From an optimization exercise on the open Yosys and OpenROAD flow, aimed at small area; shortcuts taken in it are not production practice.
Function was checked by simulation only, so behaviour that the tests miss may differ from the original.
Power figures rest on the tool's default switching activity, not on a simulated workload.

$ cat flow/config.mk
export PLATFORM = sky130hd
export DESIGN_NAME = top_FSM
export DESIGN_NICKNAME = top_FSM
export VERILOG_FILES = /design/flow/design.v
export SDC_FILE = /design/flow/constraint.sdc
export NUM_CORES = 4
export LEC_CHECK = 0
export CAP_MARGIN = 20
export CORE_MARGIN = 2
export CORE_UTILIZATION = 40
export SLEW_MARGIN = 20
$ cat flow/run.sh
#!/bin/bash
# synth_recipe.tcl (not shown) runs the flow's synth.tcl, then flattens the netlist and writes it again
# the make line also repeats each setting of config.mk as NAME=value (left out here)
make -C /OpenROAD-flow-scripts/flow DESIGN_CONFIG=/design/flow/config.mk WORK_HOME=/design/flow/orfs CLKGATE_MAP_FILE= SYNTH_SCRIPT=/design/flow/synth_recipe.tcl finish
$ cat flow/constraint.sdc
create_clock -name core_clock -period 10.0 [get_ports {sys_clk}]
set_input_delay 2.0000 -clock core_clock [delete_from_list [all_inputs] [get_ports {sys_clk}]]
set_output_delay 2.0000 -clock core_clock [all_outputs]
set_load 0.01 [all_outputs]
$ cat flow/design.v
module Key_Filter(
	input	wire	sys_clk,
	input	wire	sys_rst_n,
	input	wire	key_in,
	output	reg		key_out
    );
	parameter	VAILD_TIME_TO_CNT = 9'd500;	 
	localparam	L_VAILD_TIME_TO_CNT = VAILD_TIME_TO_CNT;
	reg	[8:0] clk_cnt;
	always@(posedge sys_clk or negedge sys_rst_n)
	if(!sys_rst_n)
		clk_cnt <= 9'b0;
	else if(key_in == 1'b1)
		clk_cnt <= 9'b0;
	else if(clk_cnt == L_VAILD_TIME_TO_CNT)	 
		clk_cnt <= clk_cnt;
	else
		clk_cnt <= clk_cnt + 1'b1;
	always@(posedge sys_clk or negedge sys_rst_n)
	if(!sys_rst_n)
		key_out <= 1'b0;
	else if(clk_cnt == L_VAILD_TIME_TO_CNT - 1)
		key_out <= 1'b1;
	else
		key_out <= 1'b0;
endmodule
module complex_FSM(
	input	wire	sys_clk,
	input	wire	sys_rst_n,
	input 	wire	pi_money_one,
	input	wire	pi_money_half,
	output	reg		[6:0]	state		 
    );
	wire   [1:0] pi_money;
	assign pi_money = {pi_money_one,pi_money_half};
	localparam	IDLE 		= 5'b00001;
	localparam	HALF		= 5'b00010;
	localparam	ONE	 		= 5'b00100;
	localparam	ONE_HALF 	= 5'b01000;
	localparam	TWO 		= 5'b10000;
	localparam	INPUT_NULL	= 2'b00;
	localparam	INPUT_HALF	= 2'b01;
	localparam	INPUT_ONE	= 2'b10;
	parameter RESET_TIME_TO_CNT = 16'd50000;  
	reg  [15:0] reset_cnt;
	always@(posedge sys_clk or negedge sys_rst_n)
	if(!sys_rst_n)
		reset_cnt <= 16'd0;
	else if(reset_cnt == RESET_TIME_TO_CNT - 1)	 
		reset_cnt <= 16'd0;
	else if(pi_money != INPUT_NULL)				 
		reset_cnt <= 16'd0;
	else if(state != {2'b00,IDLE})				 
		reset_cnt <= reset_cnt + 1'd1; 
	else
		reset_cnt <= reset_cnt;
	always@(posedge sys_clk or negedge sys_rst_n)
	if(!sys_rst_n)
		state <= {2'b00,IDLE};
	else if((reset_cnt == RESET_TIME_TO_CNT - 1)&&(pi_money == INPUT_NULL))
		state <= {2'b00,IDLE};
	else
		case(state[4:0])
		IDLE:	if(pi_money == INPUT_HALF)		 
					state <= {2'b00,HALF};
				else if(pi_money == INPUT_ONE)
					state <= {2'b00,ONE};
				else
					state <= state;				 
		HALF:	if(pi_money == INPUT_HALF)
					state <= {2'b00,ONE};
				else if(pi_money ==INPUT_ONE)
					state <= {2'b00,ONE_HALF};
				else
					state <= state;
		ONE:	if(pi_money == INPUT_HALF)
					state <= {2'b00,ONE_HALF};
				else if(pi_money == INPUT_ONE)
					state <= {2'b00,TWO};
				else 
					state <= state;
		ONE_HALF:if(pi_money == INPUT_HALF)
					state <= {2'b00,TWO};
				else if(pi_money ==INPUT_ONE)
					state  <= {2'b01,IDLE};
				else
					state <= state;
		TWO:	if(pi_money == INPUT_HALF)
					state  <= {2'b01,IDLE};
				else if(pi_money ==INPUT_ONE)
					state  <= {2'b10,IDLE};
				else 
					state <= state;
		default:
				state <= {2'b00,IDLE};
		endcase
endmodule
module LedCtrl(
	input	wire			sys_clk,
	input	wire			sys_rst_n,
	input	wire	[6:0] 	state,
	output	reg		[3:0] 	led
    );
	parameter	FLOW_TIME_TO_CNT	= 12'd2500;	 
	localparam	IDLE 	= 7'b0000001;
	localparam	HALF 	= 7'b0000010;
	localparam	ONE	 	= 7'b0000100;
	localparam	ONE_HALF= 7'b0001000;
	localparam	TWO		= 7'b0010000;
	localparam	TWO_HALF= 7'b0100001;
	localparam	THREE 	= 7'b1000001;
	localparam	L_GAP_CNT 		= FLOW_TIME_TO_CNT - 1'd1;
	reg [6:0] prev_state;
	always@(posedge sys_clk or negedge sys_rst_n)
	if(!sys_rst_n)
		prev_state <= IDLE;
	else
		prev_state <=  state;
	reg	[11:0] unit_cnt;
	always@(posedge sys_clk or negedge sys_rst_n)
	if(!sys_rst_n)
		unit_cnt <= 12'd0;
	else if(state != prev_state)				 
		unit_cnt <= 12'd0;
	else if(unit_cnt == L_GAP_CNT)			 
		unit_cnt <= 12'd0;
	else
		unit_cnt <= unit_cnt + 1'd1;
	reg flow_dir;
	always@(posedge sys_clk or negedge sys_rst_n)
	if(!sys_rst_n)
		flow_dir <= 1'b0;
	else if(state != prev_state)	 
		flow_dir <= 1'b0;
	else if((unit_cnt == L_GAP_CNT)&&(state == THREE))begin
			if(led[2] == 1'b1) 	 
				flow_dir <= 1'b1;
			else if(led[1] == 1'b1)
				flow_dir <= 1'b0;
			else
				flow_dir <= flow_dir;
			end
	else
		flow_dir <= flow_dir;
	localparam	ALL_DARK  = 4'b0000;
	localparam	LIGHT_ONE = 4'b0001;
	localparam	LIGHT_TWO = 4'b0011;
	localparam	LIGHT_THREE = 4'b0111;
	localparam	ALL_LIGHT = 4'b1111;
	always@(posedge sys_clk or negedge sys_rst_n)
	if(!sys_rst_n)
		led <= ALL_DARK;
	else if(state != prev_state)	 
		case(state)
			IDLE:		led <= ALL_DARK;
			HALF:		led <= LIGHT_ONE;
			ONE:		led <= LIGHT_TWO;
			ONE_HALF:	led <= LIGHT_THREE;
			TWO:		led <= ALL_LIGHT;
			TWO_HALF:	led <= LIGHT_ONE;
			THREE:		led <= LIGHT_ONE;
		default:	
			led <= ALL_DARK;
		endcase
	else if(unit_cnt == L_GAP_CNT)
		if(state == TWO_HALF)	 
			led <= {led[2:0],led[3]};
		else if(state == THREE)begin		
			if(!flow_dir)
				led <= {led[2:0],led[3]};
			else
				led <= {led[0],led[3:1]};
			end
		else	
			led <= led;
endmodule
module top_FSM(
	input wire 			sys_clk,
	input wire			sys_rst_n,
	input wire 			pi_money_half,
	input wire 			pi_money_one,
	output wire [3:0] 	led
    );
	wire fo_money_half;
	wire fo_money_one;
	Key_Filter Key_Filter_inst0(
	.sys_clk(sys_clk),
	.sys_rst_n(sys_rst_n),
	.key_in(pi_money_half),
	.key_out(fo_money_half)
    );
	Key_Filter Key_Filter_inst1(
	.sys_clk(sys_clk),
	.sys_rst_n(sys_rst_n),
	.key_in(pi_money_one),
	.key_out(fo_money_one)
    );
	wire [6:0] led_state;
	complex_FSM complex_FSM_inst0(
	.sys_clk(sys_clk),
	.sys_rst_n(sys_rst_n),
	.pi_money_one(fo_money_one),
	.pi_money_half(fo_money_half),
	.state(led_state)		 
    );
	LedCtrl LedCtrl_inst0(
	.sys_clk(sys_clk),
	.sys_rst_n(sys_rst_n),
	.state(led_state),
	.led(led)
    );
endmodule
==> flow_summary.yaml, run 1 <==
worst_setup_path:
  timing.critical_path.arrival_ps: 1310
  critical_path.reg2reg.endpoint: "LedCtrl_inst0.led[0]$_DFFE_PN0P_"
  critical_path_buf_inv_count: 1
  regToRegSetupSlack_ps: 7680
  worstPathRequired_ps: 8000
  crit_start: "LedCtrl_inst0.led[1]$_DFFE_PN0P_"
  worst_setup_path_start_kind: "register"
  worst_path_max_delay_cell: "clkdlybuf4s50_1"
  timing.reg2reg.worst_path_depth: 5
  timing.setup.critical_path_class: "register to output port"
  crit_chain: "clkdlybuf4s50_1"
  worst_r2r_startpoint: "complex_FSM_inst0.state[0]$_DFFE_PN1P_"
  worst_path_largest_cell_delay_ps: 560
  critical_path.endpoint: "led[1]"
  endpoint_kind: "output port"
  kind_of_cell_adding_the_most_delay_to_the_critical_path: "buffers and inverters"
  timing.critical_path.fanout_max: 5
  timing.critical_path.depth: 1
grt:
  grt_first_pass_wirelength_mm: 11.3
  grt_max_degree: 68
  gr-total-overflow: 0
  gr-usage-all-layers_pct: 14.3
  grt_pass1_vias: 2412
  initial_antenna_violation_count: 0
min_path:
  hold_start: "complex_FSM_inst0.state[0]$_DFFE_PN1P_"
  hp-class: "register to register"
route:
  avgViaCountPerCell: 5.19
  met1_length_mm: 3.21
  num_vias: 2420
  routed_len_inst_um: 13.2
  met2_length_mm: 2.71
  detail_route.wirelength_mm: 6.16
  post-route-drc-count: 0
  drt_iter0_markers: 154
  detailedRoute.firstPassIterationCount: 4
  routed-wl-met3_um: 179
  highest-signal-layer: "met4"
  ant_nets: 0
die:
  start_util_pct: 41.8
  rows: 33
  top_level_port_count: 8
  chipHeight_um: 97.1
  floorplan.die.width_um: 97.1
  dieArea_mm2: 0.00943
  floorplan.core_area_mm2: 0.00830
clocking:
  worstSkewPairLatency_ps: 340
  post_cts.repair.setup_buffers: 0
  cts-buffers-inserted: 9
  htreeDepth: 3
  clk_root_buffer_cell: "clkbuf_8"
  cts.hold.buffers_added: 0
  tritoncts_clock_tree: "done"
  clk_pin_slew_worst_paths_ps: 70
  cts.sinks: 67
  cts.path.max_buffers: 2
  cts_repair_resize_count: 0
placed_design:
  place.port_buffers: 7
  detailedPlacementHpwl_mm: 4.14
  gp_congestion: 0.769
  worst_slack_at_placement_ps: 6960
  placement.cell_area_mm2: 0.00360
logic_synthesis:
  synth_adder_area_share_pct: 2.17
  synth_seq_area_share_pct: 48.4
  mappedNetlistArea_mm2: 0.00347
  synth_cells: 352
  avgSynthCellArea_um2: 9.85
  synth.ff_latch_count: 67
  synth-compound-area-share_pct: 8.77
  netlist-cell-type-count: 52
  synth.mux.area_fraction_pct: 3.32
  synth_flop_cell: "dfrtp_1"
  asyncSetResetFlopFracSynth_pct: 100
  synth_enable_flop_cells: 0
  syn_nets: 362
  synthSimpleGateAreaFrac_pct: 23.1
  post_synth_xor_area_fraction_pct: 10.9
  combinational_family_with_the_most_area_after_synthesis: "simple AND/OR/NAND/NOR gates"
  yosysWarnings: 3
timing:
  final_critical_path_setup_slack_ps: 6690
  timing.max_slew.rel_slack_pct: 44.1
  setup-violations-final: 0
  report.final.slew_viol_count: 0
  report.final.hold_viol_count: 0
  rsz0062_at_grt: "no"
  achievable-frequency_mhz: 302
  setup_tns_ps: 0
  min_period_over_period_pct: 33.1
  worst_slew_pin_slew_ps: 838
  hold_ws_ps: 423
  time_the_worst_path_needs_with_i_o_delays_and_setup_ps: 3310
  worst_clock_skew_ps: 7.72
layout:
  finalNetCount: 366
  final_cell_area_mm2: 0.00388
  diodes: 0
  p_r_area_growth_vs_syn_pct: 11.8
  drive_gt1_share_pct: 9.14
run:
  max_cap_violations: 0
pwr:
  peak_ir_drop_on_the_vdd_network_mv: 0.101
  power.density_mw_per_mm2: 173
  power_uw: 670
  p_leak_nw: 1.75
status:
  run_status: "finished clean"
==> stage by stage <==
stage | instances | util, %
5_1_grt | 466 | 46.7
6_report | 466 | 46.7
2_1_floorplan | 352 | -
3_3_place_gp | 450 | 43.4
4_1_cts | 466 | 46.7
3_5_place_dp | 450 | 43.4
==> worst min path at each step <==
stage	cells past startpoint	to	slack [ps]
after floorplan	0	LedCtrl_inst0.prev_state[4]$_DFF_PN0_	350
after global routing	0	LedCtrl_inst0.prev_state[0]$_DFF_PN1_	430
final	0	LedCtrl_inst0.prev_state[0]$_DFF_PN1_	420
after global placement	0	LedCtrl_inst0.prev_state[0]$_DFF_PN1_	420
after CTS	0	LedCtrl_inst0.prev_state[0]$_DFF_PN1_	430
after detailed placement	0	LedCtrl_inst0.prev_state[0]$_DFF_PN1_	420
==> cell type report <==
class	count	area, um2
Multi-Input combinational cell	258	1670
Timing Repair Buffer	9	80.1
Sequential cell	67	1680
Clock buffer	10	138
Clock inverter	6	136
Fill cell	784	4420
Tap cell	105	131
Inverter	11	41.3
==> flip-flops by register name, indices dropped and copies added (netlist names) <==
| name | count |
|---|---|
| LedCtrl_inst0.led | 4 |
| Key_Filter_inst1.key_out | 1 |
| Key_Filter_inst1.clk_cnt | 9 |
| LedCtrl_inst0.flow_dir | 1 |
| complex_FSM_inst0.reset_cnt | 16 |
| Key_Filter_inst0.key_out | 1 |
| LedCtrl_inst0.prev_state | 7 |
| Key_Filter_inst0.clk_cnt | 9 |
| LedCtrl_inst0.unit_cnt | 12 |
| complex_FSM_inst0.state | 7 |
==> logic make-up after synthesis <==
logic type / after synthesis
buffers and inverters: 27
AO/OA/AOI/OAI: 45
flip-flops: 67
adder cells (fa/ha/maj): 6
XOR/XNOR: 43
multiplexers: 11
AND/OR/NAND/NOR: 153
==> report_power, final <==
part | leakage, nW | internal [mW] | switching (mW)
sequential | 0.905 | 0.289 | 0.0198
clock | 0.133 | 0.198 | 0.105
combinational | 0.713 | 0.0283 | 0.0299
==> routing by layer <==
layer / global-route usage, % / vias up
li1: - / 1227
met1: 19.9 / 1156
met2: 21.4 / 33
met3: 4.82 / 4
met4: 4.01 / 0
met5: 0 / -
==> cell usage in the layout (no fill, tap or decap), types with 3 or more instances in the layout <==
cell and count:
xnor2_1 15, a21oi_1 9, and3_1 15, nand3_1 27, nand2_1 19, nor2b_1 3, o21ai_1 3, mux2_2 4
nor3b_1 3, clkbuf_8 10, mux2i_1 7, xor2_1 28, nor2_1 52, clkdlybuf4s50_1 6, bufinv_16 4, nand2b_1 3
and2_1 3, dfrtp_1 65, inv_1 10, o21ai_0 13, ha_1 6, or3_1 5, nand4_1 8
==> cells in the mapped netlist (3+ instances only) <==
cell type	number	share of area, %
nor2b_1	3	0.54
ha_1	6	2.2
nand2b_1	3	0.54
inv_1	10	1.1
xor2_1	28	7.1
nor3b_1	3	0.65
mux2_2	4	1.3
or3_1	5	0.90
buf_1	3	0.32
and3_1	15	2.7
clkbuf_1	8	0.87
a21oi_1	9	1.3
nor2_1	52	5.6
nand4_1	8	1.4
and2_1	3	0.54
dfrtp_1	65	47
xnor2_1	15	3.8
mux2i_1	7	2.0
nand3_1	27	3.9
o21ai_1	3	0.43
nand2_1	19	2.1
o21ai_0	13	1.9
buf_2	3	0.43
==> inputs of run 2 (changes only) <==
==> flow/design.v (replaced) <==
module Key_Filter(
	input	wire	sys_clk,
	input	wire	sys_rst_n,
	input	wire	key_in,
	output	reg		key_out
    );
	localparam [8:0] SEED = 9'h08c;
	localparam [8:0] LAST = 9'h001;
	localparam [8:0] MASK = 9'h1df;
	reg  [8:0] r;
	wire [8:0] x    = r ^ SEED;
	wire       last = ((x & MASK) == (LAST & MASK));
	always @(posedge sys_clk or negedge sys_rst_n)
	if (!sys_rst_n)
		r <= 9'd0;
	else if (key_in)
		r <= 9'd0;
	else if (last)
		r <= SEED;
	else
		r <= {x[7:0], x[8] ^ x[4]} ^ SEED;
	always @(posedge sys_clk or negedge sys_rst_n)
	if (!sys_rst_n)
		key_out <= 1'b0;
	else
		key_out <= last;
endmodule
module complex_FSM(
	input	wire		sys_clk,
	input	wire		sys_rst_n,
	input 	wire		pi_money_one,
	input	wire		pi_money_half,
	input	wire		step,
	input	wire [2:1]	led,
	output	reg  [2:0]	state,
	output	reg			chg
    );
	localparam [15:0] SEED = 16'h9662;
	localparam [15:0] LAST = 16'h2214;
	localparam [15:0] MASK = 16'hd5fb;
	wire coin = pi_money_one | pi_money_half;
	wire one  = pi_money_one ^ pi_money_half;
	reg  [15:0] rc;
	wire        timeout = ((rc & MASK) == (LAST & MASK));
	always @(posedge sys_clk)
	if (coin | timeout)
		rc <= SEED;
	else
		rc <= {rc[14:0], rc[15] ^ rc[6]};
	wire [2:0] base = (state[2] & (state[1] | state[0])) ? 3'd0 : state;
	wire [2:0] add  = base + {~pi_money_half, pi_money_half};
	always @(posedge sys_clk or negedge sys_rst_n)
	if (!sys_rst_n)
		state <= 3'd0;
	else if (one)
		state <= add;
	else if (timeout & ~coin)
		state <= 3'd0;
	else if (~chg & step & state[2] & state[1]) begin
		if (led[2])
			state <= 3'd7;
		else if (led[1])
			state <= 3'd6;
	end
	always @(posedge sys_clk)
		chg <= one | (timeout & ~coin & (state != 3'd0));
endmodule
module LedCtrl(
	input	wire			sys_clk,
	input	wire			sys_rst_n,
	input	wire	[2:0] 	state,
	input	wire			chg,
	output	wire			step,
	output	reg		[3:0] 	led
    );
	localparam [11:0] SEED = 12'h248;
	localparam [11:0] LAST = 12'h969;
	localparam [11:0] MASK = 12'h5f9;
	reg [11:0] unit;
	assign step = ((unit & MASK) == (LAST & MASK));
	always @(posedge sys_clk)
	if (chg | step)
		unit <= SEED;
	else
		unit <= {unit[10:0], unit[11] ^ unit[0]};
	reg [3:0] pattern;
	always @(*)
	case (state)
		3'd0:    pattern = 4'b0000;
		3'd1:    pattern = 4'b0001;
		3'd2:    pattern = 4'b0011;
		3'd3:    pattern = 4'b0111;
		3'd4:    pattern = 4'b1111;
		default: pattern = 4'b0001;
	endcase
	always @(posedge sys_clk or negedge sys_rst_n)
	if (!sys_rst_n)
		led <= 4'b0000;
	else if (chg)
		led <= pattern;
	else if (step & state[2] & (state[1] | state[0])) begin
		if (state[1] & state[0])
			led <= {led[0], led[3:1]};
		else
			led <= {led[2:0], led[3]};
	end
endmodule
module top_FSM(
	input wire 			sys_clk,
	input wire			sys_rst_n,
	input wire 			pi_money_half,
	input wire 			pi_money_one,
	output wire [3:0] 	led
    );
	wire fo_money_half;
	wire fo_money_one;
	wire [2:0] state;
	wire chg;
	wire step;
	Key_Filter Key_Filter_inst0(
	.sys_clk(sys_clk),
	.sys_rst_n(sys_rst_n),
	.key_in(pi_money_half),
	.key_out(fo_money_half)
    );
	Key_Filter Key_Filter_inst1(
	.sys_clk(sys_clk),
	.sys_rst_n(sys_rst_n),
	.key_in(pi_money_one),
	.key_out(fo_money_one)
    );
	complex_FSM complex_FSM_inst0(
	.sys_clk(sys_clk),
	.sys_rst_n(sys_rst_n),
	.pi_money_one(fo_money_one),
	.pi_money_half(fo_money_half),
	.step(step),
	.led(led[2:1]),
	.state(state),
	.chg(chg)
    );
	LedCtrl LedCtrl_inst0(
	.sys_clk(sys_clk),
	.sys_rst_n(sys_rst_n),
	.state(state),
	.chg(chg),
	.step(step),
	.led(led)
    );
endmodule
==> run 2 against run 1 <==
Effect of this change:
- highest routed layer unchanged
- register-to-register slack improved by 500 ps
- still clean
- final area fell by 41%
- die area fell by 39%
- flip-flop and latch count fell by 11
- sequential share of layout area rose by 12 points
- largest cell class unchanged
- critical path type unchanged
- sequential power rose by 6.8%
- critical path depth did not move
==> flow_summary.yaml, run 2 <==
logic_synthesis:
  synth_cells: 177
  asyncSetResetFlopFracSynth_pct: 48.2
  synth_top_area_share_pct: 32.6
  yosysWarnings: 3
  synth-compound-area-share_pct: 5.32
  post-synth-top-count-cell: "dfxtp_1"
  netlist-cell-type-count: 39
  avgSynthCellArea_um2: 11.7
  yosys-top-cells-count: "dfxtp_1 (29), dfrtp_1 (27), nor2_1 (17), and2_1 (15), nor2b_1 (9)"
  synthSimpleGateAreaFrac_pct: 25.3
  combinational_family_with_the_most_area_after_synthesis: "simple AND/OR/NAND/NOR gates"
  synth.mux.area_fraction_pct: 3.14
  synth_top_cells_by_area: "dfrtp_1 (33%), dfxtp_1 (28%), and2_1 (4.5%)"
  mappedNetlistArea_mm2: 0.00207
  synth_adder_area_share_pct: 2.18
  synth.ff_latch_count: 56
  synth_seq_area_share_pct: 60.7
  synth_enable_flop_cells: 0
  synth_flop_cell: "dfxtp_1"
  post_synth_xor_area_fraction_pct: 1.69
  synthDominantAreaCellType: "dfrtp_1"
  syn_nets: 184
clocking:
  cts-buffers-inserted: 5
  clk_pin_slew_worst_paths_ps: 90
  cts.sinks: 56
  clk_root_buffer_cell: "clkbuf_8"
  cts.path.max_buffers: 2
  htreeDepth: 2
  worstSkewPairLatency_ps: 300
  cts.hold.buffers_added: 0
  cts_repair_resize_count: 0
  post_cts.repair.setup_buffers: 0
  tritoncts_clock_tree: "done"
grt:
  global_route_hottest_layer: "met2"
  gr-total-overflow: 0
  gr-usage-all-layers_pct: 12.2
  globalRouteMet2Util_pct: 19.2
  grt_pass1_vias: 1205
  initial_antenna_violation_count: 0
  grt_first_pass_wirelength_mm: 5.58
  grt_max_degree: 28
  use_met3_pct: 3.33
  met1_usage_pct: 15.9
worst_setup_path:
  timing.critical_path.depth: 1
  critical_path.reg2reg.endpoint: "complex_FSM_inst0.state[2]$_DFFE_PN0P_"
  worst_path_largest_cell_delay_ps: 570
  regToRegSetupSlack_ps: 8180
  endpoint_kind: "output port"
  timing.critical_path.arrival_ps: 1320
  worst_path_max_delay_cell: "clkdlybuf4s50_1"
  timing.reg2reg.worst_path_depth: 6
  kind_of_cell_adding_the_most_delay_to_the_critical_path: "buffers and inverters"
  crit_chain: "clkdlybuf4s50_1"
  critical_path_buf_inv_count: 1
  worstPathRequired_ps: 8000
  critical_path.endpoint: "led[1]"
  timing.critical_path.fanout_max: 6
  worst_r2r_startpoint: "complex_FSM_inst0.state[0]$_DFFE_PN0P_"
  crit_start: "LedCtrl_inst0.led[1]$_DFFE_PN0P_"
  worst_setup_path_start_kind: "register"
  timing.setup.critical_path_class: "register to output port"
timing:
  worst_slew_pin_slew_ps: 636
  report.final.hold_viol_count: 0
  report.final.slew_viol_count: 0
  timing.max_slew.rel_slack_pct: 57.5
  worst_clock_skew_ps: 8.86
  rsz0062_at_grt: "no"
  setup_tns_ps: 0
  min_period_over_period_pct: 33.2
  achievable-frequency_mhz: 301
  time_the_worst_path_needs_with_i_o_delays_and_setup_ps: 3320
  hold_ws_ps: 413
  setup-violations-final: 0
placed_design:
  detailedPlacementHpwl_mm: 2.26
  placedCellCount: 248
  place.port_buffers: 7
  gp_congestion: 0.773
layout:
  mostFrequentLayoutCells: "dfxtp_1 (29), dfrtp_1 (27), nor2_1 (17), and2_1 (15), nor2b_1 (9)"
  total_area_of_sequential_cells_mm2: 0.00126
  nFillCells: 464
  finalNetCount: 192
  multi_input_comb_area_um2: 779
  fin_cells: 256
  largest-register: "complex_FSM_inst0.rc"
  diodes: 0
  layout_commonest_cell: "dfxtp_1"
  p_r_area_growth_vs_syn_pct: 10.2
  drive_gt1_share_pct: 11.8
  top_regs: "complex_FSM_inst0.rc: 16 flops, LedCtrl_inst0.unit: 12 flops"
  max_reg_flops: 16
die:
  start_util_pct: 41.1
  rows: 26
  dieArea_mm2: 0.00577
  floorplan.die.width_um: 76.0
  floorplan.core_area_mm2: 0.00504
  chipHeight_um: 76.0
  top_level_port_count: 8
pwr:
  peak_ir_drop_on_the_vdd_network_mv: 0.0979
  power.density_mw_per_mm2: 234
  p_leak_nw: 0.966
min_path:
  hp-class: "register to register"
route:
  detail_route.wirelength_mm: 3.27
  ant_nets: 0
  routed_len_inst_um: 12.8
  post-route-drc-count: 0
  avgViaCountPerCell: 4.89
  drt_iter0_markers: 81
  num_vias: 1252
  detailedRoute.firstPassIterationCount: 4
status:
  run_status: "finished clean"
run:
  max_cap_violations: 0
run 2: changes by cell type in the layout (fill, tap and decap cells not counted), moves of 13 or more:
cell | before | now
nand3_1 | 27 | 2
nand2_1 | 19 | 5
o21ai_0 | 13 | 0
xor2_1 | 28 | 0
nor2_1 | 52 | 17
dfxtp_1 | 0 | 29
and3_1 | 15 | 2
dfrtp_1 | 65 | 27
run 2: power breakdown:
part,switching (mW),internal [mW]
sequential,0.0379,0.292
clock,0.0683,0.0491
combinational,0.0317,0.0547
total,0.138,0.395
run 2: kinds of logic (layout without fill, tap and decap cells):
family                   count (synthesis)  count (layout)
multiplexers                             6               6
AO/OA/AOI/OAI                           16              16
AND/OR/NAND/NOR                         84              84
buffers and inverters                    8              17
XOR/XNOR                                 4               4
flip-flops                              56              56
adder cells (fa/ha/maj)                  3               3
run 2: worst min path at each step:
| stage | startpoint | end | slack, ps | cells past startpoint |
|---|---|---|---|---|
| 5_1_grt | Key_Filter_inst1.r[1]$_DFF_PN0_ | Key_Filter_inst1.r[2]$_DFF_PN0_ | 420 | 1 |
| 3_5_place_dp | Key_Filter_inst1.r[1]$_DFF_PN0_ | Key_Filter_inst1.r[2]$_DFF_PN0_ | 400 | 1 |
| 4_1_cts | Key_Filter_inst1.r[1]$_DFF_PN0_ | Key_Filter_inst1.r[2]$_DFF_PN0_ | 410 | 1 |
| 6_report | Key_Filter_inst1.r[1]$_DFF_PN0_ | Key_Filter_inst1.r[2]$_DFF_PN0_ | 410 | 1 |
| 3_3_place_gp | complex_FSM_inst0.rc[11]$_SDFF_PP0_ | complex_FSM_inst0.rc[12]$_SDFF_PP1_ | 400 | 1 |
| 2_1_floorplan | Key_Filter_inst0.r[1]$_DFF_PN0_ | Key_Filter_inst0.r[2]$_DFF_PN0_ | 390 | 1 |
run 2: routing by layer:
metal  routed length (um)  part of all wire, %  up-vias
met1                 1590                   49      619
li1                     -                    -      613
met5                    0                    0        -
met3                   92                  2.8        7
met4                   64                  2.0        0
met2                 1520                   47       13
run 2: cell type report:
type,count,area share (%)
well taps,70,3.84
inverters,2,0.329
repair buffers,7,2.85
flip-flops and latches,56,55.1
clock inverters,2,0.549
clock buffers,6,3.18
multi-input cells,113,34.2
run 2: per-stage QoR:
stage	worst slack [ps]	utilization [%]	total power, mW	cell area, um2
2_1_floorplan	7580	-	0.396	2070
3_3_place_gp	6670	43.6	0.413	2200
3_5_place_dp	6540	43.6	0.420	2200
4_1_cts	6670	45.3	0.539	2290
5_1_grt	6630	45.2	0.569	2280
6_report	6680	45.2	0.533	2280

==> afterwards: timing with drivers on the ports <==
In the flow no input, the clock included, has a driving cell. The finished layouts below were timed again as built, in two steps. Step 1, drivers: a clkbuf_16 drives sys_clk and a buf_2 each remaining input, both assumed. Step 2 moves the port delays by t, midway between the first and last clock arrival at a register: inputs arrive t later, outputs are due t later. That takes back most of the time a late clock gives input paths. Slacks: ideal / step 1 / step 2; pairs: ideal / step 1.
run	t (ns)	slack for setup (ns)	clock arrival spread, ns
run 1	0.368	6.694 / 6.663 / 6.938	0.007 / 0.008
run 2	0.326	6.680 / 6.653 / 6.979	0.009 / 0.009
After both steps setup and hold are still met in every run listed.
